This is an optimization exercise on Yosys and OpenROAD, whose aim is small area, not a production implementation.
Where RTL was checked, it was by simulation tests only, not by an equivalence proof against the original.
No functional check of the RTL was part of runs 2 and 3.
Power is estimated from default activity; no workload was simulated.

==> flow/design.v <==
module adder_tree (
    input           clk,
    input           rst_n,
    input  [127:0]  s_axis_din_data,
    input           s_axis_din_valid,
    output          s_axis_din_ready,
    output [11:0]   m_axis_dout_data,
    output          m_axis_dout_valid,
    input           m_axis_dout_ready
);
    reg  vld;
    wire ld = ~vld | m_axis_dout_ready;
    assign s_axis_din_ready  = ld;
    assign m_axis_dout_valid = vld;
    always @(posedge clk)
        if (~rst_n) vld <= 1'b0;
        else if (ld) vld <= s_axis_din_valid;
    wire s1;
    wire c2;
    wire s3;
    wire c4;
    wire s5;
    wire c6;
    wire s7;
    wire c8;
    wire s9;
    wire c10;
    wire s11;
    wire c12;
    wire s13;
    wire c14;
    wire s15;
    wire c16;
    wire s17;
    wire c18;
    wire s19;
    wire c20;
    wire s21;
    wire c22;
    wire s23;
    wire c24;
    wire s25;
    wire c26;
    wire s27;
    wire c28;
    wire s29;
    wire c30;
    wire s31;
    wire c32;
    wire s33;
    wire c34;
    wire s35;
    wire c36;
    wire s37;
    wire c38;
    wire s39;
    wire c40;
    wire s41;
    wire c42;
    wire s43;
    wire c44;
    wire s45;
    wire c46;
    wire s47;
    wire c48;
    wire s49;
    wire c50;
    wire s51;
    wire c52;
    wire s53;
    wire c54;
    wire s55;
    wire c56;
    wire s57;
    wire c58;
    wire s59;
    wire c60;
    wire s61;
    wire c62;
    wire s63;
    wire c64;
    wire s65;
    wire c66;
    wire s67;
    wire c68;
    wire s69;
    wire c70;
    wire s71;
    wire c72;
    wire s73;
    wire c74;
    wire s75;
    wire c76;
    wire s77;
    wire c78;
    wire s79;
    wire c80;
    wire s81;
    wire c82;
    wire s83;
    wire c84;
    wire s85;
    wire c86;
    wire s87;
    wire c88;
    wire s89;
    wire c90;
    wire s91;
    wire c92;
    wire s93;
    wire c94;
    wire s95;
    wire c96;
    wire s97;
    wire c98;
    wire s99;
    wire c100;
    wire s101;
    wire c102;
    wire s103;
    wire c104;
    wire s105;
    wire c106;
    wire s107;
    wire c108;
    wire s109;
    wire c110;
    wire s111;
    wire c112;
    wire s113;
    wire c114;
    wire s115;
    wire c116;
    wire s117;
    wire c118;
    wire s119;
    wire c120;
    wire s121;
    wire c122;
    wire s123;
    wire c124;
    wire s125;
    wire c126;
    wire s127;
    wire c128;
    wire s129;
    wire c130;
    wire s131;
    wire c132;
    wire s133;
    wire c134;
    wire s135;
    wire c136;
    wire s137;
    wire c138;
    wire s139;
    wire c140;
    wire s141;
    wire c142;
    wire s143;
    wire c144;
    wire s145;
    wire c146;
    wire s147;
    wire c148;
    wire s149;
    wire c150;
    wire s151;
    wire c152;
    wire s153;
    wire c154;
    wire s155;
    wire c156;
    wire s157;
    wire c158;
    wire s159;
    wire c160;
    wire s161;
    wire c162;
    wire s163;
    wire c164;
    wire s165;
    wire c166;
    wire s167;
    wire c168;
    wire s169;
    wire c170;
    wire s171;
    wire c172;
    wire s173;
    wire c174;
    wire s175;
    wire c176;
    wire s177;
    wire c178;
    wire s179;
    wire c180;
    wire s181;
    wire c182;
    wire s183;
    wire c184;
    wire s185;
    wire c186;
    wire s187;
    wire c188;
    wire s189;
    wire c190;
    wire n191;
    wire s192;
    wire c193;
    wire s194;
    wire c195;
    wire s196;
    wire c197;
    wire n198;
    wire s199;
    wire c200;
    wire n201;
    wire s202;
    wire c203;
    wire n204;
    wire s205;
    wire c206;
    wire s207;
    wire c208;
    wire s209;
    wire c210;
    wire s211;
    wire c212;
    wire s213;
    wire c214;
    wire n215;
    wire s216;
    wire c217;
    wire s218;
    wire c219;
    wire s220;
    wire c221;
    wire n222;
    wire s223;
    wire c224;
    wire s225;
    wire c226;
    wire n227;
    wire s228;
    wire c229;
    wire n230;
    wire s231;
    wire c232;
    reg q0_0;
    reg q1_0;
    reg q2_0;
    reg q3_0;
    reg q3_1;
    reg q4_0;
    reg q4_1;
    reg q5_0;
    reg q5_1;
    reg q6_0;
    reg q6_1;
    reg q7_0;
    reg q7_1;
    reg q8_0;
    reg q8_1;
    reg q9_0;
    reg q9_1;
    reg q10_0;
    reg q10_1;
    always @(posedge clk)
        if (ld) begin
            q0_0 <= s15;
            q1_0 <= s39;
            q2_0 <= s67;
            q3_0 <= c68;
            q3_1 <= s95;
            q4_0 <= c96;
            q4_1 <= s123;
            q5_0 <= c124;
            q5_1 <= s151;
            q6_0 <= c152;
            q6_1 <= s179;
            q7_0 <= c180;
            q7_1 <= s211;
            q8_0 <= c212;
            q8_1 <= s225;
            q9_0 <= c226;
            q9_1 <= s231;
            q10_0 <= c229;
            q10_1 <= c232;
        end
    adder_tree_fa u_s1 (.a(s_axis_din_data[0]), .b(s_axis_din_data[8]), .ci(s_axis_din_data[16]), .s(s1), .co(c2));
    adder_tree_fa u_s3 (.a(s_axis_din_data[24]), .b(s_axis_din_data[32]), .ci(s_axis_din_data[40]), .s(s3), .co(c4));
    adder_tree_fa u_s5 (.a(s_axis_din_data[48]), .b(s_axis_din_data[56]), .ci(s_axis_din_data[64]), .s(s5), .co(c6));
    adder_tree_fa u_s7 (.a(s_axis_din_data[72]), .b(s_axis_din_data[80]), .ci(s_axis_din_data[88]), .s(s7), .co(c8));
    adder_tree_fa u_s9 (.a(s_axis_din_data[96]), .b(s_axis_din_data[104]), .ci(s_axis_din_data[112]), .s(s9), .co(c10));
    adder_tree_fa u_s11 (.a(s_axis_din_data[120]), .b(s1), .ci(s3), .s(s11), .co(c12));
    adder_tree_fa u_s13 (.a(s5), .b(s7), .ci(s9), .s(s13), .co(c14));
    adder_tree_ha u_s15 (.a(s11), .b(s13), .s(s15), .co(c16));
    adder_tree_fa u_s17 (.a(s_axis_din_data[1]), .b(s_axis_din_data[9]), .ci(s_axis_din_data[17]), .s(s17), .co(c18));
    adder_tree_fa u_s19 (.a(s_axis_din_data[25]), .b(s_axis_din_data[33]), .ci(s_axis_din_data[41]), .s(s19), .co(c20));
    adder_tree_fa u_s21 (.a(s_axis_din_data[49]), .b(s_axis_din_data[57]), .ci(s_axis_din_data[65]), .s(s21), .co(c22));
    adder_tree_fa u_s23 (.a(s_axis_din_data[73]), .b(s_axis_din_data[81]), .ci(s_axis_din_data[89]), .s(s23), .co(c24));
    adder_tree_fa u_s25 (.a(s_axis_din_data[97]), .b(s_axis_din_data[105]), .ci(s_axis_din_data[113]), .s(s25), .co(c26));
    adder_tree_fa u_s27 (.a(s_axis_din_data[121]), .b(c2), .ci(c4), .s(s27), .co(c28));
    adder_tree_fa u_s29 (.a(c6), .b(c8), .ci(c10), .s(s29), .co(c30));
    adder_tree_fa u_s31 (.a(s17), .b(s19), .ci(s21), .s(s31), .co(c32));
    adder_tree_fa u_s33 (.a(s23), .b(s25), .ci(c12), .s(s33), .co(c34));
    adder_tree_fa u_s35 (.a(s27), .b(c14), .ci(s29), .s(s35), .co(c36));
    adder_tree_fa u_s37 (.a(s31), .b(c16), .ci(s33), .s(s37), .co(c38));
    adder_tree_ha u_s39 (.a(s35), .b(s37), .s(s39), .co(c40));
    adder_tree_fa u_s41 (.a(s_axis_din_data[2]), .b(s_axis_din_data[10]), .ci(s_axis_din_data[18]), .s(s41), .co(c42));
    adder_tree_fa u_s43 (.a(s_axis_din_data[26]), .b(s_axis_din_data[34]), .ci(s_axis_din_data[42]), .s(s43), .co(c44));
    adder_tree_fa u_s45 (.a(s_axis_din_data[50]), .b(s_axis_din_data[58]), .ci(s_axis_din_data[66]), .s(s45), .co(c46));
    adder_tree_fa u_s47 (.a(s_axis_din_data[74]), .b(s_axis_din_data[82]), .ci(s_axis_din_data[90]), .s(s47), .co(c48));
    adder_tree_fa u_s49 (.a(s_axis_din_data[98]), .b(s_axis_din_data[106]), .ci(s_axis_din_data[114]), .s(s49), .co(c50));
    adder_tree_fa u_s51 (.a(s_axis_din_data[122]), .b(c18), .ci(c20), .s(s51), .co(c52));
    adder_tree_fa u_s53 (.a(c22), .b(c24), .ci(c26), .s(s53), .co(c54));
    adder_tree_fa u_s55 (.a(s41), .b(s43), .ci(s45), .s(s55), .co(c56));
    adder_tree_fa u_s57 (.a(s47), .b(s49), .ci(c28), .s(s57), .co(c58));
    adder_tree_fa u_s59 (.a(c30), .b(s51), .ci(c32), .s(s59), .co(c60));
    adder_tree_fa u_s61 (.a(s53), .b(s55), .ci(s57), .s(s61), .co(c62));
    adder_tree_fa u_s63 (.a(c34), .b(c36), .ci(s59), .s(s63), .co(c64));
    adder_tree_fa u_s65 (.a(s61), .b(c38), .ci(s63), .s(s65), .co(c66));
    adder_tree_ha u_s67 (.a(c40), .b(s65), .s(s67), .co(c68));
    adder_tree_fa u_s69 (.a(s_axis_din_data[3]), .b(s_axis_din_data[11]), .ci(s_axis_din_data[19]), .s(s69), .co(c70));
    adder_tree_fa u_s71 (.a(s_axis_din_data[27]), .b(s_axis_din_data[35]), .ci(s_axis_din_data[43]), .s(s71), .co(c72));
    adder_tree_fa u_s73 (.a(s_axis_din_data[51]), .b(s_axis_din_data[59]), .ci(s_axis_din_data[67]), .s(s73), .co(c74));
    adder_tree_fa u_s75 (.a(s_axis_din_data[75]), .b(s_axis_din_data[83]), .ci(s_axis_din_data[91]), .s(s75), .co(c76));
    adder_tree_fa u_s77 (.a(s_axis_din_data[99]), .b(s_axis_din_data[107]), .ci(s_axis_din_data[115]), .s(s77), .co(c78));
    adder_tree_fa u_s79 (.a(s_axis_din_data[123]), .b(c42), .ci(c44), .s(s79), .co(c80));
    adder_tree_fa u_s81 (.a(c46), .b(c48), .ci(c50), .s(s81), .co(c82));
    adder_tree_fa u_s83 (.a(s69), .b(s71), .ci(s73), .s(s83), .co(c84));
    adder_tree_fa u_s85 (.a(s75), .b(s77), .ci(c52), .s(s85), .co(c86));
    adder_tree_fa u_s87 (.a(c54), .b(s79), .ci(c56), .s(s87), .co(c88));
    adder_tree_fa u_s89 (.a(s81), .b(s83), .ci(c58), .s(s89), .co(c90));
    adder_tree_fa u_s91 (.a(s85), .b(c60), .ci(s87), .s(s91), .co(c92));
    adder_tree_fa u_s93 (.a(c62), .b(s89), .ci(c64), .s(s93), .co(c94));
    adder_tree_fa u_s95 (.a(s91), .b(c66), .ci(s93), .s(s95), .co(c96));
    adder_tree_fa u_s97 (.a(s_axis_din_data[4]), .b(s_axis_din_data[12]), .ci(s_axis_din_data[20]), .s(s97), .co(c98));
    adder_tree_fa u_s99 (.a(s_axis_din_data[28]), .b(s_axis_din_data[36]), .ci(s_axis_din_data[44]), .s(s99), .co(c100));
    adder_tree_fa u_s101 (.a(s_axis_din_data[52]), .b(s_axis_din_data[60]), .ci(s_axis_din_data[68]), .s(s101), .co(c102));
    adder_tree_fa u_s103 (.a(s_axis_din_data[76]), .b(s_axis_din_data[84]), .ci(s_axis_din_data[92]), .s(s103), .co(c104));
    adder_tree_fa u_s105 (.a(s_axis_din_data[100]), .b(s_axis_din_data[108]), .ci(s_axis_din_data[116]), .s(s105), .co(c106));
    adder_tree_fa u_s107 (.a(s_axis_din_data[124]), .b(c70), .ci(c72), .s(s107), .co(c108));
    adder_tree_fa u_s109 (.a(c74), .b(c76), .ci(c78), .s(s109), .co(c110));
    adder_tree_fa u_s111 (.a(s97), .b(s99), .ci(s101), .s(s111), .co(c112));
    adder_tree_fa u_s113 (.a(s103), .b(s105), .ci(c80), .s(s113), .co(c114));
    adder_tree_fa u_s115 (.a(c82), .b(s107), .ci(c84), .s(s115), .co(c116));
    adder_tree_fa u_s117 (.a(s109), .b(s111), .ci(c86), .s(s117), .co(c118));
    adder_tree_fa u_s119 (.a(s113), .b(c88), .ci(s115), .s(s119), .co(c120));
    adder_tree_fa u_s121 (.a(c90), .b(s117), .ci(c92), .s(s121), .co(c122));
    adder_tree_fa u_s123 (.a(s119), .b(c94), .ci(s121), .s(s123), .co(c124));
    adder_tree_fa u_s125 (.a(s_axis_din_data[5]), .b(s_axis_din_data[13]), .ci(s_axis_din_data[21]), .s(s125), .co(c126));
    adder_tree_fa u_s127 (.a(s_axis_din_data[29]), .b(s_axis_din_data[37]), .ci(s_axis_din_data[45]), .s(s127), .co(c128));
    adder_tree_fa u_s129 (.a(s_axis_din_data[53]), .b(s_axis_din_data[61]), .ci(s_axis_din_data[69]), .s(s129), .co(c130));
    adder_tree_fa u_s131 (.a(s_axis_din_data[77]), .b(s_axis_din_data[85]), .ci(s_axis_din_data[93]), .s(s131), .co(c132));
    adder_tree_fa u_s133 (.a(s_axis_din_data[101]), .b(s_axis_din_data[109]), .ci(s_axis_din_data[117]), .s(s133), .co(c134));
    adder_tree_fa u_s135 (.a(s_axis_din_data[125]), .b(c98), .ci(c100), .s(s135), .co(c136));
    adder_tree_fa u_s137 (.a(c102), .b(c104), .ci(c106), .s(s137), .co(c138));
    adder_tree_fa u_s139 (.a(s125), .b(s127), .ci(s129), .s(s139), .co(c140));
    adder_tree_fa u_s141 (.a(s131), .b(s133), .ci(c108), .s(s141), .co(c142));
    adder_tree_fa u_s143 (.a(c110), .b(s135), .ci(c112), .s(s143), .co(c144));
    adder_tree_fa u_s145 (.a(s137), .b(s139), .ci(c114), .s(s145), .co(c146));
    adder_tree_fa u_s147 (.a(s141), .b(c116), .ci(s143), .s(s147), .co(c148));
    adder_tree_fa u_s149 (.a(c118), .b(s145), .ci(c120), .s(s149), .co(c150));
    adder_tree_fa u_s151 (.a(s147), .b(c122), .ci(s149), .s(s151), .co(c152));
    adder_tree_fa u_s153 (.a(s_axis_din_data[6]), .b(s_axis_din_data[14]), .ci(s_axis_din_data[22]), .s(s153), .co(c154));
    adder_tree_fa u_s155 (.a(s_axis_din_data[30]), .b(s_axis_din_data[38]), .ci(s_axis_din_data[46]), .s(s155), .co(c156));
    adder_tree_fa u_s157 (.a(s_axis_din_data[54]), .b(s_axis_din_data[62]), .ci(s_axis_din_data[70]), .s(s157), .co(c158));
    adder_tree_fa u_s159 (.a(s_axis_din_data[78]), .b(s_axis_din_data[86]), .ci(s_axis_din_data[94]), .s(s159), .co(c160));
    adder_tree_fa u_s161 (.a(s_axis_din_data[102]), .b(s_axis_din_data[110]), .ci(s_axis_din_data[118]), .s(s161), .co(c162));
    adder_tree_fa u_s163 (.a(s_axis_din_data[126]), .b(c126), .ci(c128), .s(s163), .co(c164));
    adder_tree_fa u_s165 (.a(c130), .b(c132), .ci(c134), .s(s165), .co(c166));
    adder_tree_fa u_s167 (.a(s153), .b(s155), .ci(s157), .s(s167), .co(c168));
    adder_tree_fa u_s169 (.a(s159), .b(s161), .ci(c136), .s(s169), .co(c170));
    adder_tree_fa u_s171 (.a(c138), .b(s163), .ci(c140), .s(s171), .co(c172));
    adder_tree_fa u_s173 (.a(s165), .b(s167), .ci(c142), .s(s173), .co(c174));
    adder_tree_fa u_s175 (.a(s169), .b(c144), .ci(s171), .s(s175), .co(c176));
    adder_tree_fa u_s177 (.a(c146), .b(s173), .ci(c148), .s(s177), .co(c178));
    adder_tree_fa u_s179 (.a(s175), .b(c150), .ci(s177), .s(s179), .co(c180));
    adder_tree_fa u_s181 (.a(s_axis_din_data[7]), .b(s_axis_din_data[15]), .ci(s_axis_din_data[23]), .s(s181), .co(c182));
    adder_tree_fa u_s183 (.a(s_axis_din_data[31]), .b(s_axis_din_data[39]), .ci(s_axis_din_data[47]), .s(s183), .co(c184));
    adder_tree_fa u_s185 (.a(s_axis_din_data[55]), .b(s_axis_din_data[63]), .ci(s_axis_din_data[71]), .s(s185), .co(c186));
    adder_tree_fa u_s187 (.a(s_axis_din_data[79]), .b(s_axis_din_data[87]), .ci(s_axis_din_data[95]), .s(s187), .co(c188));
    adder_tree_fa u_s189 (.a(s_axis_din_data[103]), .b(s_axis_din_data[111]), .ci(s_axis_din_data[119]), .s(s189), .co(c190));
    assign n191 = ~s_axis_din_data[127];
    adder_tree_fa u_s192 (.a(n191), .b(c154), .ci(c156), .s(s192), .co(c193));
    adder_tree_fa u_s194 (.a(c158), .b(c160), .ci(c162), .s(s194), .co(c195));
    adder_tree_fa u_s196 (.a(s181), .b(s183), .ci(s185), .s(s196), .co(c197));
    assign n198 = ~s187;
    adder_tree_fa u_s199 (.a(n198), .b(c164), .ci(c166), .s(s199), .co(c200));
    assign n201 = ~s189;
    adder_tree_fa u_s202 (.a(n201), .b(s192), .ci(c168), .s(s202), .co(c203));
    assign n204 = ~s196;
    adder_tree_fa u_s205 (.a(s194), .b(n204), .ci(c170), .s(s205), .co(c206));
    adder_tree_fa u_s207 (.a(c172), .b(s199), .ci(s202), .s(s207), .co(c208));
    adder_tree_fa u_s209 (.a(c174), .b(s205), .ci(c176), .s(s209), .co(c210));
    adder_tree_fa u_s211 (.a(s207), .b(c178), .ci(s209), .s(s211), .co(c212));
    adder_tree_fa u_s213 (.a(c182), .b(c184), .ci(c186), .s(s213), .co(c214));
    assign n215 = ~c188;
    adder_tree_fa u_s216 (.a(n215), .b(c193), .ci(c195), .s(s216), .co(c217));
    adder_tree_fa u_s218 (.a(c190), .b(c197), .ci(s213), .s(s218), .co(c219));
    adder_tree_fa u_s220 (.a(c200), .b(c203), .ci(s216), .s(s220), .co(c221));
    assign n222 = ~s218;
    adder_tree_fa u_s223 (.a(n222), .b(c206), .ci(c208), .s(s223), .co(c224));
    adder_tree_fa u_s225 (.a(s220), .b(c210), .ci(s223), .s(s225), .co(c226));
    assign n227 = ~c217;
    adder_tree_fa u_s228 (.a(c214), .b(n227), .ci(c219), .s(s228), .co(c229));
    assign n230 = ~s228;
    adder_tree_fa u_s231 (.a(c221), .b(n230), .ci(c224), .s(s231), .co(c232));
    wire [11:0] ra = {1'b0, ~q10_0, q9_0, q8_0, q7_0, q6_0, q5_0, q4_0, q3_0, q2_0, q1_0, q0_0};
    wire [11:0] rb = {1'b0, q10_1, q9_1, q8_1, q7_1, q6_1, q5_1, q4_1, q3_1, 1'b0, 1'b0, 1'b0};
    assign m_axis_dout_data = (ra + rb) ^ 12'h800;
endmodule
module adder_tree_fa (input a, input b, input ci, output s, output co);
    assign s  = a ^ b ^ ci;
    assign co = (a & b) | (a & ci) | (b & ci);
endmodule
module adder_tree_ha (input a, input b, output s, output co);
    assign s  = a ^ b;
    assign co = a & b;
endmodule
==> flow/flow/run.sh <==
#!/bin/bash
# Own layout flow: the standard ORFS flow (standard.sh, unchanged
# synthesis), with two layout choices changed:
#  - the port buffers that global placement inserts on every input and output
#    are the smallest buffer, sky130_fd_sc_hd__buf_1, instead of the default
#    pick (a delay cell), and
#  - clock tree synthesis uses small clock buffers and inserts no dummy loads.
# Every tool's full output is kept: make's output in flow_make.log, and each
# ORFS step's log under orfs/logs/.
set -euo pipefail
cd "$(dirname "${BASH_SOURCE[0]}")/.."
CTS_BUFS="${CTS_BUFS:-sky130_fd_sc_hd__clkbuf_4}"
bash standard.sh REMOVE_ABC_BUFFERS=1 \
  "BUFFER_PORTS_ARGS=-buffer_cell sky130_fd_sc_hd__buf_1" \
  "CTS_ARGS=-sink_clustering_enable -repair_clock_nets -dont_use_dummy_load -sink_clustering_size ${CTS_CLUSTER:-10} -buf_list $CTS_BUFS" \
  finish > flow_make.log 2>&1
test -f out/final.def
==> flow/standard.sh <==
#!/bin/bash
# synth_recipe.tcl (not shown) runs the flow's synth.tcl, then flattens the netlist and writes it again
# the make line also repeats each setting of config.mk as NAME=value (left out here)
make -C /OpenROAD-flow-scripts/flow DESIGN_CONFIG=/design/flow/config.mk WORK_HOME=/design/flow/orfs CLKGATE_MAP_FILE= SYNTH_SCRIPT=/design/flow/synth_recipe.tcl "${@:-finish}"
==> flow/config.mk <==
export PLATFORM = sky130hd
export DESIGN_NAME = adder_tree
export DESIGN_NICKNAME = adder_tree
export VERILOG_FILES = /design/flow/design.v
export SDC_FILE = /design/flow/constraint.sdc
export NUM_CORES = 4
export LEC_CHECK = 0
export CAP_MARGIN = 20
export CORE_MARGIN = 2
export CORE_UTILIZATION = 65
export SETUP_SLACK_MARGIN = 0.05
export SLEW_MARGIN = 20
export SYNTH_HIERARCHICAL = 1
export SYNTH_MINIMUM_KEEP_SIZE = 0
==> flow/constraint.sdc <==
create_clock -name core_clock -period 3.7 [get_ports {clk}]
set_input_delay 0.7400 -clock core_clock [delete_from_list [all_inputs] [get_ports {clk}]]
set_output_delay 0.7400 -clock core_clock [all_outputs]
set_load 0.01 [all_outputs]
==> results.toml, run 1 <==
[logic_synthesis]
ys_ff_latch = 20
synth_area_leader_cell = "fa_1"
ys_seq_area_share_pct = 18.42
netlist_area_um2 = 3206
yosys-top-cells-count = "110 x fa_1, 19 x edfxtp_1, 17 x inv_1"
ys_warn_count = 7
synth_area_leaders = "fa_1 69%, edfxtp_1 18%, ha_1 4.3%"
ys.flop_type = "edfxtp_1"
yosysMostFrequentCell = "fa_1"
synth_cell_types = 22
synth_edf_count = 19
syn_inst = 190
synth_top_area_share_pct = 68.70
avgSynthCellArea_um2 = 16.87
synthArstFlopShare_pct = 0

[placement]
pre_cts_ws_ns = -0.2252
port_buffers = 145
hpwl_um = 5596
place_congestion = 0.7584

[worst_setup_path]
critPathKind = "in2reg"
worstPathMaxFanout = 1
crit_chain = "buf_1, fa_1, fa_1, fa_1, fa_1, fa_1, fa_1"
crit_path_frequent_cell = "fa_1"
rrSetupSlack_ns = 2.75
cpPeakStageDelay_ns = 0.52
reg2reg_depth = 2
timing.rr.start = "vld"
required_ns = 3.74
endpoint_kind = "register"
crit_path_start_kind = "input port"
worstPathArrival_ns = 3.62
cpMaxStageDelayCell = "fa_1"
r2r_end = "q10_0"

[min_path]
hold_depth = 2
holdCritPathClass = "in2reg"
hp-start = "rst_n"
holdPathEnd = "vld"

[drt]
ant_nets = 0
drt_pre_antenna_iters = 4
drc = 0
vias_per_cell = 4.980
wl_um = 5580
drt_iter0_markers = 45
num_vias = 2007
detail_route.wl_per_cell_um = 13.85

[floorplan]
die_h_um = 74.23
ioPinCount = 146
coreArea_um2 = 4755
fp.dieW_um = 74.23
die_area_um2 = 5509
num_rows = 25
start_util_pct = 67.42

[sta]
maxSlewViolCount = 0
fmax_ghz = 0.2795
final_hold_viol_count = 0
period_needed_ns = 3.578
fin_ws_ns = 0.1216
slew_headroom_pct = 81.44
worstMarginPinSlew_ns = 0.2783
rsz0062_at_grt = "false"
fin_crit_sh_pct = 96.71
fin_skew_ns = 0.01451
setup_viol = 0

[finish]
syn2layout_area_growth_pct = 19.98
diodes = 0
nFillCells = 292
drive_above_1_share_pct = 2.679
nNetsFinal = 591

[pwr]
ir_drop_v = 0.0005521
power.density_nw_per_um2 = 691.3
power_leakage_nw = 1.430
finalPower_mw = 2.659

[grt]
antenna_found_initial = 0
grtUsageTotal_pct = 22.59
grt-ovfl-total = 0
grt_start_max_net_pins = 22
grt_pass1_wl_um = 9197
grt_pass1_vias = 2315

[cts]
clk_latency_ns = 0.31
cts_buffers = 3
cts_tree = "yes"
root_buffer = "clkbuf_4"
cts_hold_buf = 0
clock_sinks = 20
cts_buffer_depth = 2
post_cts_buffers = 0
htree_levels = 1
clkSlewWorstSetupHoldPaths_ns = 0.09

[flow_run]
cap_violations = 0

[status]
status = "finished clean"
==> report_power, final <==
group          internal [mW]  leakage (nW)  total, mW  switching (mW)
Clock                 0.0380        0.0138     0.0997          0.0617
Combinational          0.934          1.21       2.00            1.06
Sequential             0.526         0.206      0.562          0.0352
==> metrics by stage <==
step	instance area [um^2]	instances	hold WS [ns]	setup TNS [ns]	utilization, %
floorplan	3183	187	0.8788	-0.004203	-
CTS	3841	403	0.6602	0	80.79
finish	3846	403	0.6611	0	80.89
global placement	3819	400	0.7634	-1.592	80.32
detailed placement	3819	400	0.7667	-2.141	80.32
global route	3846	403	0.6743	0	80.89
==> placed cells by master (no fill, tap or decap), drive strengths merged <==
cell    synthesis  final
nand2           4      4
nor2b           2      2
a21oi           4      4
inv            17     17
xor2            1      1
buf             3    146
and2            1      1
xnor2           5      5
clkbuf          0      3
edfxtp         19     19
o21a            1      1
nand2b          1      1
o21ai           2      2
dfxtp           1      1
nor3            1      1
a21boi          1      1
a311oi          1      1
nor2            4      4
ha             11     11
o31ai           1      1
fa            110    110
==> modules after synthesis, one instance, submodules excluded <==
module         flops+latches  copies in the design  cells inside  cell area, um^2
adder_tree                20                     1            78            985.9
adder_tree_fa              0                   109             1            20.02
adder_tree_ha              0                     3             1            12.51
==> worst max-delay path by stage <==
stage / startpoint / endpoint / slack (ns) / cells past startpoint
after floorplan: s_axis_din_data[48] / q3_1 / -0.004 / 6
after global placement: s_axis_din_data[1] / q3_1 / -0.19 / 7
after detailed placement: s_axis_din_data[1] / q3_1 / -0.23 / 7
after CTS: s_axis_din_data[1] / q3_1 / 0.10 / 7
after global routing: s_axis_din_data[25] / q3_1 / 0.05 / 7
final: s_axis_din_data[5] / q8_1 / 0.12 / 7
==> area by class of cell <==
type | count | area (um^2) | area share, %
multi-input cells | 150 | 2534 | 65.88
flip-flops and latches | 20 | 590.6 | 15.35
repair buffers | 146 | 551.8 | 14.35
well taps | 67 | 83.83 | 2.180
inverters | 17 | 63.81 | 1.659
clock buffers | 3 | 22.52 | 0.5856
==> registers in the layout, summed over array words and instances, names as in the netlist <==
register / cells
q0_0: 1
q10_0: 1
q10_1: 1
q1_0: 1
q2_0: 1
q3_0: 1
q3_1: 1
q4_0: 1
q4_1: 1
q5_0: 1
q5_1: 1
q6_0: 1
q6_1: 1
q7_0: 1
q7_1: 1
q8_0: 1
q8_1: 1
q9_0: 1
q9_1: 1
vld: 1
==> layer usage <==
metal / global-route usage (%) / up-vias / part of all wire, %
li1: - / 889 / -
met1: 25.92 / 1019 / 32
met2: 44.44 / 89 / 61
met3: 2.304 / 10 / 5.5
met4: 6.746 / 0 / 1.5
met5: 0 / - / 0
==> worst max-delay path: cells and delay by family <==
kind                       cells  cell delay, ns
buffers and inverters          1            0.10
adders and majority gates      6            2.79
==> repair_timing <==
| action | 4_1_cts | 5_1_grt |
|---|---|---|
| gates resized for setup | 0 | 2 |
| setup endpoints to repair | 0 | 1 |
| hold endpoints to repair | 0 | 0 |
==> cells by family after synthesis <==
group / Yosys count / share of synthesized area, %
and+or+nand+nor: 13 / 2.030
AOI/OAI and AO/OA: 10 / 2.225
buffers and inverters: 20 / 2.693
DFF: 20 / 18.42
xor gates and xnor gates: 6 / 1.639
adders and majority gates: 121 / 72.99
==> run 2, diff against run 1 <==
--- a/flow/design.v
+++ b/flow/design.v
@@ -248,4 +248,26 @@
     wire s231;
     wire c232;
+    wire s233;
+    wire c234;
+    wire s235;
+    wire c236;
+    wire s237;
+    wire c238;
+    wire s239;
+    wire c240;
+    wire s241;
+    wire c242;
+    wire s243;
+    wire c244;
+    wire s245;
+    wire c246;
+    wire n247;
+    wire s248;
+    wire c249;
+    wire u250;
+    wire u251;
+    wire u252;
+    wire u253;
+    wire u254;
     reg q0_0;
     reg q1_0;
@@ -409,7 +431,19 @@
     assign n230 = ~s228;
     adder_tree_fa u_s231 (.a(c221), .b(n230), .ci(c224), .s(s231), .co(c232));
-    wire [11:0] ra = {1'b0, ~q10_0, q9_0, q8_0, q7_0, q6_0, q5_0, q4_0, q3_0, q2_0, q1_0, q0_0};
-    wire [11:0] rb = {1'b0, q10_1, q9_1, q8_1, q7_1, q6_1, q5_1, q4_1, q3_1, 1'b0, 1'b0, 1'b0};
-    assign m_axis_dout_data = (ra + rb) ^ 12'h800;
+    adder_tree_ha u_s233 (.a(q3_0), .b(q3_1), .s(s233), .co(c234));
+    adder_tree_fa u_s235 (.a(q4_0), .b(q4_1), .ci(c234), .s(s235), .co(c236));
+    adder_tree_fa u_s237 (.a(q5_0), .b(q5_1), .ci(c236), .s(s237), .co(c238));
+    adder_tree_fa u_s239 (.a(q6_0), .b(q6_1), .ci(c238), .s(s239), .co(c240));
+    adder_tree_ha u_s241 (.a(q7_0), .b(q7_1), .s(s241), .co(c242));
+    adder_tree_fa u_s243 (.a(q8_0), .b(q8_1), .ci(c242), .s(s243), .co(c244));
+    adder_tree_fa u_s245 (.a(q9_0), .b(q9_1), .ci(c244), .s(s245), .co(c246));
+    assign n247 = ~q10_0;
+    adder_tree_fa u_s248 (.a(n247), .b(q10_1), .ci(c246), .s(s248), .co(c249));
+    assign u250 = s241 ^ (c240);
+    assign u251 = s243 ^ (c240 & s241);
+    assign u252 = s245 ^ (c240 & s241 & s243);
+    assign u253 = s248 ^ (c240 & s241 & s243 & s245);
+    assign u254 = c249 ^ (c240 & s241 & s243 & s245 & s248);
+    assign m_axis_dout_data = {u254, u253, u252, u251, u250, s239, s237, s235, s233, q2_0, q1_0, q0_0} ^ 12'h800;
 endmodule
 module adder_tree_fa (input a, input b, input ci, output s, output co);
==> results.toml, run 2 <==
[logic_synthesis]
ys_warn_count = 7
ys_seq_area_share_pct = 18.69
synthArstFlopShare_pct = 0
synth_top_area_share_pct = 72.87
yosysMostFrequentCell = "fa_1"
synth_edf_count = 19
synth-xor-area-share_pct = 0.2772
synth_cell_types = 9
syn_inst = 168
synth_adder_area_share_pct = 76.44
synth_area_leader_cell = "fa_1"
netlist_area_um2 = 3159
synth-simple-area-share_pct = 0.4356
synthMuxAreaShare_pct = 0
ys.flop_type = "edfxtp_1"
avgSynthCellArea_um2 = 18.81
synth_compound_area_share_pct = 0.3564
synth_area_leaders = "fa_1 73%, edfxtp_1 18%, ha_1 3.6%"
ys_ff_latch = 20
synth_top_family_by_area = "adder cells"
yosys-top-cells-count = "115 x fa_1, 19 x edfxtp_1, 11 x buf_4"

[grt]
grt_start_max_net_pins = 22
grtUsageTotal_pct = 22.87
grt-ovfl-total = 0
antenna_found_initial = 0
grt_pass1_vias = 2042
grt_pass1_wl_um = 8873

[worst_setup_path]
cpPeakStageDelay_ns = 0.44
endpoint_kind = "primary output"
critPathKind = "reg2out"
cpMaxStageDelayCell = "edfxtp_1"
required_ns = 2.96
crit_path_frequent_cell = "ha_4"
worstPathMaxFanout = 1
cpLargestDelayFamily = "adder cells"
crit_path_start_kind = "register"
crit_chain = "ha_4, fa_2, fa_2, fa_2, ha_4, ha_4, ha_4, ha_4, xnor2_2, buf_2"
worstPathArrival_ns = 2.86
path_buf_inv = 1

[drt]
ant_nets = 0
drt_pre_antenna_iters = 4
detail_route.wl_per_cell_um = 15.97
drt_iter0_markers = 46
vias_per_cell = 5.125
wl_um = 5734
num_vias = 1840
drc = 0

[flow_run]
cap_violations = 0

[floorplan]
ioPinCount = 146
die_h_um = 73.72
fp.dieW_um = 73.72
start_util_pct = 67.33
num_rows = 25
die_area_um2 = 5434
coreArea_um2 = 4692

[cts]
clkSlewWorstSetupHoldPaths_ns = 0.10
cts_tree = "yes"
cts_buffers = 3
htree_levels = 1
post_cts_buffers = 0
clk_latency_ns = 0.30
cts_buffer_depth = 2
root_buffer = "clkbuf_4"
clock_sinks = 20

[sta]
final_hold_viol_count = 0
rsz0062_at_grt = "true"
period_needed_ns = 3.596
setup_viol = 0
maxSlewViolCount = 0
fmax_ghz = 0.2781
worstMarginPinSlew_ns = 0.2932
fin_crit_sh_pct = 97.20
fin_skew_ns = 0.001127
slew_headroom_pct = 80.44

[finish]
drive_above_1_share_pct = 6.885
nNetsFinal = 563
layout_commonest_cell = "buf_1"
final_cell_mix = "141 x buf_1, 109 x fa_1, 19 x edfxtp_1"
syn2layout_area_growth_pct = 20.32
diodes = 0
instances_no_fill = 359

[placement]
placed_cells = 356
hpwl_um = 5744
port_buffers = 145
place_congestion = 0.7453

[pwr]
internal_power_mw = 1.509
finalPower_mw = 2.630
power_leakage_nw = 1.382
power.density_nw_per_um2 = 692.0
ir_drop_v = 0.0005079
switching_power_mw = 1.122
power_switching_share_pct = 42.65
p_seq_share_pct = 22.2
comb_power_share_pct = 74.0
pwr-share-clk_pct = 3.8

[min_path]
holdCritPathClass = "in2reg"

[status]
status = "finished clean"
[run 2: worst paths after layout]
path / cells after the start / slack [ns] / endpoint / start
max: 10 / 0.10 / m_axis_dout_data[11] / q3_1
min: 3 / 0.65 / vld / s_axis_din_valid
max reg2reg: 1 / 2.79 / q10_0 / vld
min reg2reg: 2 / 0.72 / vld / vld
[run 2: cell type report]
class | count | area (um^2)
multi-input cells | 127 | 2534
fillers | 276 | 890.9
flip-flops and latches | 20 | 590.6
repair buffers | 145 | 549.3
well taps | 54 | 67.56
inverters | 10 | 37.54
clock buffers | 3 | 22.52
[run 2: logic make-up after synthesis]
logic type                 after synthesis
adders and majority gates              124
buffers and inverters                   21
DFF                                     20
AOI/OAI and AO/OA                        1
xor gates and xnor gates                 1
and+or+nand+nor                          1
[run 2: per-module statistics from Yosys, one instance, submodules excluded]
module / area (um^2) / cells inside / flip-flops and latches / copies in the design
adder_tree_ha: 12.51 / 1 / 0 / 5
adder_tree_fa: 20.02 / 1 / 0 / 115
adder_tree: 794.5 / 48 / 20 / 1
[run 2: power groups by stage]
| stage | sequential [mW] | combinational [mW] | clock (mW) |
|---|---|---|---|
| 3_5_place_dp | 0.586 | 1.84 | 0 |
| 3_3_place_gp | 0.582 | 1.74 | 0 |
| 4_1_cts | 0.581 | 2.00 | 0.102 |
| 2_1_floorplan | 0.585 | 1.27 | 0 |
| 5_1_grt | 0.599 | 2.30 | 0.112 |
| 6_report | 0.585 | 1.95 | 0.0992 |
[run 2: what timing repair did]
item,4_1_cts,5_1_grt
hold buffers,0,0
pin swaps,6,6
endpoints found under the setup margin,5,4
resized for setup,18,3
[run 2: layer usage]
| metal | global-route usage [%] | vias up | routed length [um] |
|---|---|---|---|
| li1 | - | 787 | - |
| met1 | 25.61 | 965 | 1698 |
| met2 | 45.24 | 80 | 3616 |
| met3 | 3.429 | 8 | 329 |
| met4 | 5.051 | 0 | 89 |
| met5 | 0 | - | 0 |
[run 2: stage by stage]
stage	area, um^2	hold slack, ns	TNS, ns	utilization, %	setup WS [ns]
floorplan	3077	0.6979	-0.004203	-	-0.004203
global placement	3689	0.6984	-1.462	78.61	-0.1605
detailed placement	3689	0.7082	-2.780	78.61	-0.3312
CTS	3786	0.6341	0	80.69	0.005924
global route	3801	0.6341	0	81.01	0.01366
finish	3801	0.6513	0	81.01	0.1035
==> run 3, diff against run 2 <==
--- a/flow/design.v
+++ b/flow/design.v
@@ -269,5 +269,4 @@
     wire u252;
     wire u253;
-    wire u254;
     reg q0_0;
     reg q1_0;
@@ -435,15 +434,14 @@
     adder_tree_fa u_s237 (.a(q5_0), .b(q5_1), .ci(c236), .s(s237), .co(c238));
     adder_tree_fa u_s239 (.a(q6_0), .b(q6_1), .ci(c238), .s(s239), .co(c240));
-    adder_tree_ha u_s241 (.a(q7_0), .b(q7_1), .s(s241), .co(c242));
-    adder_tree_fa u_s243 (.a(q8_0), .b(q8_1), .ci(c242), .s(s243), .co(c244));
+    adder_tree_fa u_s241 (.a(q7_0), .b(q7_1), .ci(c240), .s(s241), .co(c242));
+    adder_tree_ha u_s243 (.a(q8_0), .b(q8_1), .s(s243), .co(c244));
     adder_tree_fa u_s245 (.a(q9_0), .b(q9_1), .ci(c244), .s(s245), .co(c246));
     assign n247 = ~q10_0;
     adder_tree_fa u_s248 (.a(n247), .b(q10_1), .ci(c246), .s(s248), .co(c249));
-    assign u250 = s241 ^ (c240);
-    assign u251 = s243 ^ (c240 & s241);
-    assign u252 = s245 ^ (c240 & s241 & s243);
-    assign u253 = s248 ^ (c240 & s241 & s243 & s245);
-    assign u254 = c249 ^ (c240 & s241 & s243 & s245 & s248);
-    assign m_axis_dout_data = {u254, u253, u252, u251, u250, s239, s237, s235, s233, q2_0, q1_0, q0_0} ^ 12'h800;
+    assign u250 = s243 ^ (c242);
+    assign u251 = s245 ^ (c242 & s243);
+    assign u252 = s248 ^ (c242 & s243 & s245);
+    assign u253 = c249 ^ (c242 & s243 & s245 & s248);
+    assign m_axis_dout_data = {u253, u252, u251, u250, s241, s239, s237, s235, s233, q2_0, q1_0, q0_0} ^ 12'h800;
 endmodule
 module adder_tree_fa (input a, input b, input ci, output s, output co);
==> results.toml, run 3 <==
[status]
status = "complete, but fails checks"
so_faults = "setup timing"

[cts]
htree_levels = 1
cts_tree = "yes"
post_cts_buffers = 0
cts_buffers = 3
clk_latency_ns = 0.29
cts_hold_buf = 0
root_buffer = "clkbuf_4"
cts_buffer_depth = 2
clock_sinks = 20
clkSlewWorstSetupHoldPaths_ns = 0.10

[sta]
fin_crit_sh_pct = 102.4
finalSetupTns_ns = -0.1209
final_hold_viol_count = 0
fmax_ghz = 0.2639
setup_viol = 2
fin_ws_ns = -0.08901
rsz0062_at_grt = "true"
maxSlewViolCount = 0
period_needed_ns = 3.789
fin_skew_ns = 0.001768
slew_headroom_pct = 80.87
worstMarginPinSlew_ns = 0.2868

[logic_synthesis]
syn_inst = 167
synth_area_leaders = "fa_1 73%, edfxtp_1 18%, ha_1 3.2%"
ys_seq_area_share_pct = 18.77
ys_warn_count = 7
synthArstFlopShare_pct = 0
avgSynthCellArea_um2 = 18.84
netlist_area_um2 = 3147
yosys-top-cells-count = "115 x fa_1, 19 x edfxtp_1, 11 x buf_4"
synth_cell_types = 9
ys.flop_type = "edfxtp_1"
synth_top_area_share_pct = 73.16
synth_edf_count = 19
yosysMostFrequentCell = "fa_1"
ys_ff_latch = 20
synth_area_leader_cell = "fa_1"

[drt]
detail_route.wl_per_cell_um = 15.02
wl_um = 5376
num_vias = 1816
drt_pre_antenna_iters = 4
vias_per_cell = 5.073
ant_nets = 0
drc = 0
drt_iter0_markers = 23

[worst_setup_path]
endpoint_kind = "primary output"
cpMaxStageDelayCell = "edfxtp_1"
crit_chain = "ha_4, fa_2, fa_2, fa_2, fa_2, ha_4, ha_4, ha_4, xnor2_2, buf_2"
cpPeakStageDelay_ns = 0.43
required_ns = 2.96
worstPathMaxFanout = 1
cpLargestDelayFamily = "adder cells"
path_buf_inv = 1
worstPathArrival_ns = 3.05
crit_path_start_kind = "register"
critPathKind = "reg2out"

[floorplan]
die_h_um = 73.58
num_rows = 25
ioPinCount = 146
start_util_pct = 67.07
die_area_um2 = 5414
coreArea_um2 = 4692
fp.dieW_um = 73.58

[finish]
multi_input_area_um2 = 2504
final_cell_mix = "142 x buf_1, 111 x fa_1, 19 x edfxtp_1"
nNetsFinal = 561
layout_commonest_cell = "buf_1"
nFillCells = 284
syn2layout_area_growth_pct = 20.20
drive_above_1_share_pct = 5.592
diodes = 0
instances_no_fill = 358
seq_area_um2 = 590.6

[grt]
grt_start_max_net_pins = 22
antenna_found_initial = 0
grtUsageTotal_pct = 22.22
grt_pass1_wl_um = 8776
grt_pass1_vias = 2093
grt-ovfl-total = 0

[pwr]
ir_drop_v = 0.0005142
power.density_nw_per_um2 = 705.7
power_leakage_nw = 1.377
finalPower_mw = 2.669

[placement]
place_congestion = 0.8070
pre_cts_ws_ns = -0.2094
hpwl_um = 5326
port_buffers = 145
placed_cells = 355

[min_path]
holdCritPathClass = "in2reg"

[flow_run]
cap_violations = 0
-- run 3: metrics by stage --
stage / util, % / hold WS, ns / instance area, um^2
after floorplan: - / 0.6979 / 3064
after global placement: 78.35 / 0.6911 / 3676
after detailed placement: 78.35 / 0.7139 / 3676
after CTS: 80.40 / 0.6392 / 3772
after global routing: 80.61 / 0.6617 / 3782
final: 80.61 / 0.6451 / 3782
-- run 3: layer usage --
layer | global-route usage, % | vias to the layer above | share of wire, %
met1 | 24.44 | 943 | 29
met4 | 3.636 | 0 | 1.0
met5 | 0 | - | 0
met3 | 4.115 | 6 | 6.1
li1 | - | 784 | -
met2 | 44.44 | 83 | 64
-- run 3: path summary, 6_finish.rpt --
kind	to	slack, ns	from	cells after the start
hold reg to reg	vld	0.71	vld	2
hold / removal	vld	0.65	s_axis_din_valid	3
setup reg to reg	q10_0	2.79	vld	1
setup / recovery	m_axis_dout_data[11]	-0.09	q3_1	10
-- run 3: cells by family after synthesis --
| kind of cell | synth area share [%] |
|---|---|
| adder cells (fa/ha/maj) | 76.34 |
| buffers and inverters | 3.817 |
| flip-flops | 18.77 |
| AO/OA/AOI/OAI | 0.3578 |
| XOR/XNOR | 0.2784 |
| AND/OR/NAND/NOR | 0.4373 |
-- run 3: report_power, final --
group / internal (mW) / total, mW / switching [mW]
logic: 0.993 / 1.98 / 0.991
registers: 0.530 / 0.587 / 0.0577
clock network: 0.0379 / 0.0981 / 0.0602
total: 1.56 / 2.67 / 1.11
-- run 3: worst min-delay path: cells and delay by family --
family / cells / cell delay (ns)
AO/OA/AOI/OAI: 1 / 0.04
buffers and inverters: 2 / 0.12
-- run 3: modules after synthesis, one instance, submodules excluded --
| module | flip-flops and latches | times used | cells |
|---|---|---|---|
| adder_tree_ha | 0 | 5 | 1 |
| adder_tree | 20 | 1 | 47 |
| adder_tree_fa | 0 | 115 | 1 |
-- run 3: repair_timing --
action | in CTS | in global routing
endpoints found under the setup margin | 3 | 4
resized for setup | 17 | 1
pin swaps | 7 | 5
endpoints found under the hold margin | 0 | 0
-- run 3: cell type report --
type | count | area share (%)
Timing Repair Buffer | 145 | 14.82
Tap cell | 54 | 1.786
Clock buffer | 3 | 0.5954
Multi-Input combinational cell | 126 | 66.19
Sequential cell | 20 | 15.61
Inverter | 10 | 0.9924
==> run 4, diff against run 3 <==
--- a/flow/design.v
+++ b/flow/design.v
@@ -269,4 +269,6 @@
     wire u252;
     wire u253;
+    wire u254;
+    wire u255;
     reg q0_0;
     reg q1_0;
@@ -433,15 +435,17 @@
     adder_tree_fa u_s235 (.a(q4_0), .b(q4_1), .ci(c234), .s(s235), .co(c236));
     adder_tree_fa u_s237 (.a(q5_0), .b(q5_1), .ci(c236), .s(s237), .co(c238));
-    adder_tree_fa u_s239 (.a(q6_0), .b(q6_1), .ci(c238), .s(s239), .co(c240));
+    adder_tree_ha u_s239 (.a(q6_0), .b(q6_1), .s(s239), .co(c240));
     adder_tree_fa u_s241 (.a(q7_0), .b(q7_1), .ci(c240), .s(s241), .co(c242));
-    adder_tree_ha u_s243 (.a(q8_0), .b(q8_1), .s(s243), .co(c244));
+    adder_tree_fa u_s243 (.a(q8_0), .b(q8_1), .ci(c242), .s(s243), .co(c244));
     adder_tree_fa u_s245 (.a(q9_0), .b(q9_1), .ci(c244), .s(s245), .co(c246));
     assign n247 = ~q10_0;
     adder_tree_fa u_s248 (.a(n247), .b(q10_1), .ci(c246), .s(s248), .co(c249));
-    assign u250 = s243 ^ (c242);
-    assign u251 = s245 ^ (c242 & s243);
-    assign u252 = s248 ^ (c242 & s243 & s245);
-    assign u253 = c249 ^ (c242 & s243 & s245 & s248);
-    assign m_axis_dout_data = {u253, u252, u251, u250, s241, s239, s237, s235, s233, q2_0, q1_0, q0_0} ^ 12'h800;
+    assign u250 = s239 ^ (c238);
+    assign u251 = s241 ^ (c238 & s239);
+    assign u252 = s243 ^ (c238 & s239 & s241);
+    assign u253 = s245 ^ (c238 & s239 & s241 & s243);
+    assign u254 = s248 ^ (c238 & s239 & s241 & s243 & s245);
+    assign u255 = c249 ^ (c238 & s239 & s241 & s243 & s245 & s248);
+    assign m_axis_dout_data = {u255, u254, u253, u252, u251, u250, s237, s235, s233, q2_0, q1_0, q0_0} ^ 12'h800;
 endmodule
 module adder_tree_fa (input a, input b, input ci, output s, output co);
--- a/flow/config.mk
+++ b/flow/config.mk
@@ -8,5 +8,5 @@
 export CAP_MARGIN = 20
 export CORE_MARGIN = 2
-export CORE_UTILIZATION = 65
+export CORE_UTILIZATION = 80
 export SETUP_SLACK_MARGIN = 0.05
 export SLEW_MARGIN = 20
==> results.toml, run 4 <==
[status]
status = "did not finish"
flow.stopped_at = "3_5_place_dp"
tool.error = "Error: detail_place.tcl, 38 bad optional access"

[logic_synthesis]
synth_area_leader_cell = "fa_1"
synth_area_leaders = "fa_1 73%, edfxtp_1 18%, ha_1 3.9%"
avgSynthCellArea_um2 = 18.77
synth_top_area_share_pct = 72.58
syn_inst = 169
ys_seq_area_share_pct = 18.62
synth_cell_types = 9
yosysMostFrequentCell = "fa_1"
synth_edf_count = 19
ys_warn_count = 7
yosys-top-cells-count = "115 x fa_1, 19 x edfxtp_1, 11 x buf_4"
ys_ff_latch = 20
netlist_area_um2 = 3172
synthArstFlopShare_pct = 0
ys.flop_type = "edfxtp_1"

[floorplan]
num_rows = 22
fp.dieW_um = 66.97
die_h_um = 66.97
start_util_pct = 84.73
ioPinCount = 146

[placement]
place_congestion = 0.7468
port_buffers = 145
run 4: cell types whose count changed after synthesis, sizes merged:
cell / delta
ha: +2
run 4: power groups by stage:
stage | Sequential (mW) | Combinational (mW) | Clock, mW
after global placement | 0.581 | 1.71 | 0
after floorplan | 0.585 | 1.27 | 0
run 4: modules after synthesis (local to each module, per instance):
module,times used,cell area (um^2),flops+latches
adder_tree,1,807.0,20
adder_tree_fa,115,20.02,0
adder_tree_ha,5,12.51,0
run 4: cells by family after synthesis:
family                     synth area share, %
xor gates and xnor gates                0.2762
and+or+nand+nor                         0.4338
adders and majority gates                76.53
AOI/OAI and AO/OA                       0.3550
DFF                                      18.62
buffers and inverters                    3.787
run 4: how the worst max path moves through the flow:
stage,startpoint,end,slack [ns]
after floorplan,s_axis_din_data[48],q3_1,-0.004
after global placement,s_axis_din_data[48],q3_1,-0.16
==> run 5, diff against run 4 <==
--- a/flow/config.mk
+++ b/flow/config.mk
@@ -8,5 +8,5 @@
 export CAP_MARGIN = 20
 export CORE_MARGIN = 2
-export CORE_UTILIZATION = 80
+export CORE_UTILIZATION = 65
 export SETUP_SLACK_MARGIN = 0.05
 export SLEW_MARGIN = 20
==> results.toml, run 5 <==
[finish]
nFillCells = 283
syn2layout_area_growth_pct = 18.66
layout_commonest_cell = "buf_1"
final_cell_mix = "143 x buf_1, 111 x fa_1, 19 x edfxtp_1"
seq_area_um2 = 590.6
fin_util_pct = 79.68
multi_input_area_um2 = 2476
nNetsFinal = 565
drive_above_1_share_pct = 4.248
diodes = 0
instances_no_fill = 373

[worst_setup_path]
cpLargestDelayFamily = "adder cells"
crit_path_frequent_cell = "fa_2"
critPathKind = "reg2out"
cp.depth = 8
crit_chain = "ha_2, fa_2, fa_2, fa_2, fa_1, ha_2, xnor2_1, buf_2"
endpoint_kind = "primary output"
timing.rr.start = "vld"
crit_path_start_kind = "register"
required_ns = 2.96
path_buf_inv = 1
reg2reg_depth = 1
worstPathArrival_ns = 2.86
worstPathMaxFanout = 1
worstSetupStartpoint = "q6_0"
cpMaxStageDelayCell = "fa_1"
cpPeakStageDelay_ns = 0.49

[placement]
placed_cells = 370
hpwl_um = 5281
port_buffers = 145
place_congestion = 0.7861

[grt]
grtUsageTotal_pct = 21.36
grt_start_max_net_pins = 22
grt_pass1_wl_um = 8521
grt-ovfl-total = 0
grt_pass1_vias = 2127
antenna_found_initial = 0

[floorplan]
start_util_pct = 67.15
coreArea_um2 = 4723
die_h_um = 73.86
die_area_um2 = 5455
num_rows = 25
fp.dieW_um = 73.86
ioPinCount = 146

[logic_synthesis]
ys_ff_latch = 20
synth_area_leader_cell = "fa_1"
synth_edf_count = 19
netlist_area_um2 = 3172
ys_warn_count = 7
ys_seq_area_share_pct = 18.62
yosysMostFrequentCell = "fa_1"
synth_area_leaders = "fa_1 73%, edfxtp_1 18%, ha_1 3.9%"
avgSynthCellArea_um2 = 18.77
ys.flop_type = "edfxtp_1"
synth_cell_types = 9
synthArstFlopShare_pct = 0
synth_top_area_share_pct = 72.58
yosys-top-cells-count = "115 x fa_1, 19 x edfxtp_1, 11 x buf_4"
syn_inst = 169

[pwr]
power_leakage_nw = 1.384
power.density_nw_per_um2 = 679.2
ir_drop_v = 0.0004336

[drt]
drt_pre_antenna_iters = 4
drt_iter0_markers = 24
drc = 0
vias_per_cell = 4.952
num_vias = 1847
wl_um = 5236
detail_route.wl_per_cell_um = 14.04
ant_nets = 0

[min_path]
hold_depth = 3
holdCritPathClass = "in2reg"
hp-start = "s_axis_din_valid"

[cts]
clk_latency_ns = 0.29
cts_tree = "yes"
clock_sinks = 20
cts_buffers = 3
cts_buffer_depth = 2
post_cts_buffers = 0
cts_hold_buf = 0
htree_levels = 1
root_buffer = "clkbuf_4"
clkSlewWorstSetupHoldPaths_ns = 0.10

[sta]
rsz0062_at_grt = "true"
finalSetupTns_ns = 0
period_needed_ns = 3.600
maxSlewViolCount = 0
fin_crit_sh_pct = 97.31
fmax_ghz = 0.2778
fin_skew_ns = 0.01301
setup_viol = 0
slew_headroom_pct = 81.08
final_hold_viol_count = 0
worstMarginPinSlew_ns = 0.2836

[status]
status = "finished clean"

[flow_run]
cap_violations = 0
[run 5: path summary, 6_finish.rpt]
kind | end | slack, ns
max | m_axis_dout_data[11] | 0.1
min | vld | 0.67
max reg2reg | q4_1 | 2.80
min reg2reg | vld | 0.71
[run 5: cell families after synthesis]
logic type | after synthesis | share of synthesized area (%)
buf+inv | 21 | 3.787
fa+ha+maj | 125 | 76.53
simple gates | 1 | 0.4338
flops | 20 | 18.62
compound gates | 1 | 0.3550
xor+xnor | 1 | 0.2762
[run 5: power by group]
group	internal, mW	switching [mW]
combinational	0.905	0.977
sequential	0.529	0.0517
clock	0.0378	0.0561
[run 5: repair_timing]
action / CTS / global route
endpoints found under the setup margin: 2 / 3
pin swaps: 0 / 5
resized for setup: 5 / 5
[run 5: final cells by class]
type | count | area share, %
sequential | 20 | 15.69
timing repair buffer | 145 | 14.69
multi-input combinational | 128 | 65.79
tap | 67 | 2.227
clock buffer | 3 | 0.5984
inverter | 10 | 0.9973
[run 5: routing by layer]
layer	vias up	wire length, um	track usage, %
li1	792	-	-
met1	961	1572	23.68
met2	88	3264	42.96
met3	6	337	3.155
met4	0	61	3.838
met5	-	0	0
[run 5: modules after synthesis (local to each module, per instance)]
module,times used,cells
adder_tree_fa,115,1
adder_tree_ha,5,1
adder_tree,1,49
[run 5: metrics by stage]
| stage | power [mW] | hold slack (ns) | cell area (um^2) | setup slack (ns) |
|---|---|---|---|---|
| final | 2.556 | 0.6723 | 3764 | 0.09968 |
| after global routing | 2.877 | 0.6685 | 3764 | -0.01460 |
| after CTS | 2.571 | 0.6685 | 3751 | 0.06911 |
| after detailed placement | 2.446 | 0.7073 | 3717 | -0.2333 |
| after global placement | 2.338 | 0.7010 | 3717 | -0.1908 |
| after floorplan | 1.860 | 0.6979 | 3089 | -0.004203 |
==> run 6, diff against run 5 <==
--- a/flow/config.mk
+++ b/flow/config.mk
@@ -6,4 +6,5 @@
 export NUM_CORES = 4
 export LEC_CHECK = 0
+export ABC_AREA = 1
 export CAP_MARGIN = 20
 export CORE_MARGIN = 2
==> results.toml, run 6 <==
[finish]
drive_above_1_share_pct = 4.545
nFillCells = 306
diodes = 0
layout_commonest_cell = "buf_1"
design_area_um2 = 3759
final_cell_mix = "144 x buf_1, 110 x fa_1, 19 x edfxtp_1"
fin_util_pct = 79.58
nNetsFinal = 567
syn2layout_area_growth_pct = 18.59

[worst_setup_path]
worstPathArrival_ns = 3.59
timing.rr.start = "vld"
worstPathMaxFanout = 1
setup.worst_path.end = "q8_1"
reg2reg_depth = 1
endpoint_kind = "register"
required_ns = 3.73
worstSetupStartpoint = "s_axis_din_data[5]"
critPathKind = "in2reg"
crit_path_start_kind = "input port"
rrSetupSlack_ns = 2.67
r2r_end = "q9_0"

[floorplan]
die_h_um = 73.83
start_util_pct = 67.10
fp.dieW_um = 73.83
ioPinCount = 146
die_area_um2 = 5450
coreArea_um2 = 4723
num_rows = 25

[drt]
wl_um = 4939
drc = 0
drt_pre_antenna_iters = 4
drt_iter0_markers = 19
num_vias = 1824
detail_route.wl_per_cell_um = 13.17
ant_nets = 0
vias_per_cell = 4.864

[logic_synthesis]
yosysMostFrequentCell = "fa_1"
netlist_area_um2 = 3169
avgSynthCellArea_um2 = 18.53
ys.flop_type = "edfxtp_1"
synth_top_area_share_pct = 72.64
synth_area_leaders = "fa_1 73%, edfxtp_1 18%, ha_1 3.9%"
synth_edf_count = 19
syn_inst = 171
ys_ff_latch = 20
yosys-top-cells-count = "115 x fa_1, 19 x edfxtp_1, 12 x inv_1"
ys_warn_count = 7
synth_area_leader_cell = "fa_1"
synthArstFlopShare_pct = 0
ys_seq_area_share_pct = 18.63
synth_cell_types = 9

[min_path]
hold_depth = 3
holdCritPathClass = "in2reg"

[sta]
fmax_ghz = 0.2803
fin_ws_ns = 0.1329
period_needed_ns = 3.567
maxSlewViolCount = 0
slew_headroom_pct = 68.90
worstMarginPinSlew_ns = 0.4649
final_hold_viol_count = 0
fin_skew_ns = 0.0003879
setup_viol = 0
rsz0062_at_grt = "true"
fin_crit_sh_pct = 96.41

[cts]
cts_tree = "yes"
cts_buffer_depth = 2
root_buffer = "clkbuf_4"
clk_latency_ns = 0.28
htree_levels = 1
cts_hold_buf = 0
clock_sinks = 20
clkSlewWorstSetupHoldPaths_ns = 0.09
cts_buffers = 3

[placement]
pre_cts_ws_ns = -0.2116
hpwl_um = 5065
dpl_cell_area_um2 = 3715
place_congestion = 0.7857
port_buffers = 145

[grt]
grt_pass1_wl_um = 8418
grt-ovfl-total = 0
grtUsageTotal_pct = 20.54
grt_start_max_net_pins = 22
grt_pass1_vias = 2117
antenna_found_initial = 0

[pwr]
power_switching_share_pct = 42.44
pwr-share-clk_pct = 3.7
power.density_nw_per_um2 = 653.7
power_leakage_nw = 1.380
internal_power_mw = 1.414
ir_drop_v = 0.0004168
switching_power_mw = 1.043
comb_power_share_pct = 72.6
p_seq_share_pct = 23.7
finalPower_mw = 2.457

[status]
status = "finished clean"

[flow_run]
cap_violations = 0
## run 6: how the worst min path moves through the flow
stage | startpoint | slack (ns) | end
after floorplan | vld | 0.78 | vld
after global placement | vld | 0.81 | vld
after detailed placement | vld | 0.82 | vld
after CTS | rst_n | 0.63 | vld
after global routing | rst_n | 0.65 | vld
final | rst_n | 0.64 | vld
## run 6: power groups by stage
| stage | sequential (mW) | combinational [mW] | clock, mW |
|---|---|---|---|
| detailed placement | 0.587 | 1.83 | 0 |
| global placement | 0.582 | 1.75 | 0 |
| CTS | 0.584 | 1.86 | 0.0973 |
| global route | 0.597 | 2.11 | 0.105 |
| floorplan | 0.585 | 1.27 | 0 |
| finish | 0.582 | 1.78 | 0.0908 |
## run 6: per-module statistics from Yosys (local to each module, per instance)
module         cell area [um^2]  flip-flops and latches  times used
adder_tree_ha             12.51                       0           5
adder_tree                804.5                      20           1
adder_tree_fa             20.02                       0         115
## run 6: area by class of cell
class | count | area, um^2 | area share (%)
Sequential cell | 20 | 590.6 | 15.71
Tap cell | 67 | 83.83 | 2.230
Clock buffer | 3 | 22.52 | 0.5992
Multi-Input combinational cell | 128 | 2471 | 65.75
Inverter | 12 | 45.04 | 1.198
Timing Repair Buffer | 145 | 545.5 | 14.51
## run 6: logic make-up (layout without fill, tap and decap cells)
kind of cell | count (synthesis) | after routing | share of synthesized area (%)
fa+ha+maj | 125 | 125 | 76.59
buf+inv | 23 | 160 | 4.027
flops | 20 | 20 | 18.63
compound gates | 1 | 1 | 0.2764
xor+xnor | 1 | 1 | 0.2764
simple gates | 1 | 1 | 0.1975
## run 6: timing repair
item	4_1_cts	5_1_grt
setup buffers	0	0
gates resized for setup	4	5
pin swaps	0	4
endpoints found under the setup margin	2	2
## run 6: per-layer routing
| metal | wire (um) | global-route usage (%) | part of all wire (%) |
|---|---|---|---|
| met1 | 1464 | 23.74 | 30 |
| met3 | 283 | 2.469 | 5.7 |
| met5 | 0 | 0 | 0 |
| met4 | 27 | 2.424 | 0.55 |
| met2 | 3164 | 41.37 | 64 |
## run 6: stage by stage
| step | setup TNS (ns) | cells | hold slack, ns |
|---|---|---|---|
| global route | 0 | 375 | 0.6511 |
| finish | 0 | 375 | 0.6448 |
| floorplan | -0.004203 | 160 | 0.7845 |
| detailed placement | -1.961 | 372 | 0.8217 |
| CTS | 0 | 375 | 0.6305 |
| global placement | -1.544 | 372 | 0.8098 |
## run 6: critical path, stage by stage
cell   delay, ns
buf_1       0.09
fa_1        0.44
fa_1        0.50
fa_1        0.45
fa_1        0.45
fa_1        0.51
fa_1        0.42
==> run 7, diff against run 6 <==
--- a/flow/config.mk
+++ b/flow/config.mk
@@ -9,6 +9,6 @@
 export CAP_MARGIN = 20
 export CORE_MARGIN = 2
-export CORE_UTILIZATION = 65
-export SETUP_SLACK_MARGIN = 0.05
+export CORE_UTILIZATION = 70
+export SETUP_SLACK_MARGIN = 0
 export SLEW_MARGIN = 20
 export SYNTH_HIERARCHICAL = 1
==> results.toml, run 7 <==
[status]
status = "finished clean"

[finish]
diodes = 0
nNetsFinal = 567
drive_above_1_share_pct = 4.545
instances_no_fill = 360
final_cell_mix = "143 x buf_1, 111 x fa_1, 19 x edfxtp_1"
layout_commonest_cell = "buf_1"
syn2layout_area_growth_pct = 17.96

[logic_synthesis]
ys.flop_type = "edfxtp_1"
synthArstFlopShare_pct = 0
synth_top_area_share_pct = 72.64
ys_seq_area_share_pct = 18.63
synth_edf_count = 19
ys_warn_count = 7
avgSynthCellArea_um2 = 18.53
netlist_area_um2 = 3169
synth_area_leaders = "fa_1 73%, edfxtp_1 18%, ha_1 3.9%"
synth_area_leader_cell = "fa_1"
yosysMostFrequentCell = "fa_1"
syn_inst = 171
yosys-top-cells-count = "115 x fa_1, 19 x edfxtp_1, 12 x inv_1"
synth_cell_types = 9
ys_ff_latch = 20

[drt]
vias_per_cell = 5.297
detail_route.wl_per_cell_um = 17.91
wl_um = 6448
drt_pre_antenna_iters = 4
drt_iter0_markers = 56
drc = 0
ant_nets = 0
num_vias = 1907

[placement]
hpwl_um = 6263
placed_cells = 357
place_congestion = 0.8065
port_buffers = 145

[worst_setup_path]
cpLargestDelayFamily = "adder cells"
worstPathArrival_ns = 2.91
endpoint_kind = "primary output"
crit_path_start_kind = "register"
path_buf_inv = 1
crit_chain = "ha_2, fa_2, fa_2, fa_2, fa_1, ha_2, xnor2_1, buf_2"
crit_path_frequent_cell = "fa_2"
cpPeakStageDelay_ns = 0.44
critPathKind = "reg2out"
worstPathMaxFanout = 1
cpMaxStageDelayCell = "fa_1"
required_ns = 2.96

[grt]
grt_pass1_vias = 2401
grt_start_max_net_pins = 22
grtUsageTotal_pct = 28.30
antenna_found_initial = 0
grt_pass1_wl_um = 10270
grt-ovfl-total = 0

[sta]
rsz0062_at_grt = "true"
maxSlewViolCount = 0
worstMarginPinSlew_ns = 0.5061
setup_viol = 0
fin_crit_sh_pct = 98.60
finalSetupTns_ns = 0
slew_headroom_pct = 66.14
final_hold_viol_count = 0
period_needed_ns = 3.648
fmax_ghz = 0.2741
fin_skew_ns = 0.01701

[cts]
cts_hold_buf = 0
cts_buffers = 3
clkSlewWorstSetupHoldPaths_ns = 0.11
cts_resized = 5
root_buffer = "clkbuf_4"
cts_tree = "yes"
post_cts_buffers = 0
htree_levels = 1
cts_buffer_depth = 2
clk_latency_ns = 0.31
clock_sinks = 20

[min_path]
holdCritPathClass = "in2reg"

[flow_run]
cap_violations = 0

[pwr]
finalPower_mw = 2.542
power_leakage_nw = 1.384
ir_drop_v = 0.0004718
power.density_nw_per_um2 = 679.8

[floorplan]
die_h_um = 71.29
num_rows = 24
ioPinCount = 146
fp.dieW_um = 71.29
die_area_um2 = 5082
coreArea_um2 = 4354
start_util_pct = 72.79
## run 7: cell types whose count changed in the layout (fill, tap and decap cells not counted)
| cell | change |
|---|---|
| fa_2 | -1 |
| fa_1 | +1 |
| clkbuf_2 | +1 |
| buf_1 | -1 |
## run 7: worst min-delay path, delay by kind of cell
family | cells | cell delay (ns)
buf+inv | 2 | 0.13
compound gates | 1 | 0.03
## run 7: worst paths after layout
kind | cells past startpoint | from | to | slack [ns]
max | 8 | q6_0 | m_axis_dout_data[11] | 0.05
max reg2reg | 1 | vld | q3_1 | 2.63
min reg2reg | 2 | vld | vld | 0.84
min | 3 | rst_n | vld | 0.65
## run 7: cells by family (layout without fill, tap and decap cells)
family	Yosys count	count (layout)	share of synthesized area, %
AND/OR/NAND/NOR	1	1	0.1975
XOR/XNOR	1	1	0.2764
AO/OA/AOI/OAI	1	1	0.2764
flip-flops	20	20	18.63
adder cells (fa/ha/maj)	125	125	76.59
buffers and inverters	23	160	4.027
## run 7: modules after synthesis (local to each module, per instance)
module | flip-flops and latches | cell area [um^2] | cells | copies in the design
adder_tree_fa | 0 | 20.02 | 1 | 115
adder_tree_ha | 0 | 12.51 | 1 | 5
adder_tree | 20 | 804.5 | 51 | 1
## run 7: layout make-up
class	count	area (um^2)
Sequential cell	20	590.6
Inverter	12	45.04
Timing Repair Buffer	145	546.8
Multi-Input combinational cell	128	2469
Clock buffer	3	22.52
Tap cell	52	65.06
Fill cell	223	615.6
## run 7: per-layer routing
metal / track usage [%] / routed length, um
met5: 0 / 0
met4: 13.84 / 337
met3: 4.923 / 366
met2: 56.89 / 4083
met1: 26.66 / 1660
## run 7: report_power, final
group          switching (mW)  internal, mW  total (mW)  leakage (nW)
combinational           0.984         0.870        1.85          1.16
clock                  0.0625        0.0380       0.100        0.0138
sequential             0.0575         0.529       0.587         0.206
total                    1.10          1.44        2.54          1.38
## run 7: per-stage QoR
step,setup WS [ns],util [%],hold slack [ns],cell area [um^2]
2_1_floorplan,-0.004203,-,0.7845,3087
3_5_place_dp,-0.2561,84.89,0.8387,3696
5_1_grt,-0.06692,85.86,0.6433,3739
3_3_place_gp,-0.1828,84.89,0.8025,3696
4_1_cts,0.01285,85.66,0.6305,3730
6_report,0.05193,85.86,0.6457,3739

## afterwards: timing with drivers on the ports
Ports are ideal in the flow. The routed layouts listed here were re-timed in OpenROAD. Step 1 (the two cells are an assumption about what drives the block):
set clk [get_ports {clk}]
set_driving_cell -lib_cell sky130_fd_sc_hd__clkbuf_16 $clk
set_driving_cell -lib_cell sky130_fd_sc_hd__buf_2 [delete_from_list [all_inputs] $clk]
Step 2 adds t to the input delays and takes it off the output delays; t is the mean of the earliest and latest rising clock arrival at the registers after step 1. Input paths then give back, and output paths get back, about the clock's delay inside the block. a / b / c = ideal / step 1 / step 2; a / b = the first two.
run | t (ns) | slack for setup (ns) | hold slack, ns | worst setup path after step 2 | worst register clock-pin slew, ns
run 1 | 0.317 | 0.122 / 0.116 / -0.200 | 0.661 / 0.663 / 0.771 | input to register | 0.11 / 0.11
run 2 | 0.314 | 0.104 / 0.087 / -0.205 | 0.651 / 0.660 / 0.719 | input to register | 0.10 / 0.10
run 3 | 0.313 | -0.089 / -0.110 / -0.169 | 0.645 / 0.646 / 0.713 | input to register | 0.10 / 0.10
run 5 | 0.304 | 0.100 / 0.079 / -0.189 | 0.672 / 0.671 / 0.710 | input to register | 0.10 / 0.10
run 6 | 0.297 | 0.133 / 0.127 / -0.171 | 0.645 / 0.646 / 0.804 | input to register | 0.09 / 0.09
run 7 | 0.319 | 0.052 / 0.032 / -0.193 | 0.646 / 0.645 / 0.842 | input to register | 0.11 / 0.11
Met with ideal ports but missed after step 2: setup timing in 5 of these runs. For run 1, which loses most, drivers alone change the setup slack by -0.006 ns; drivers and shift together by -0.322 ns.
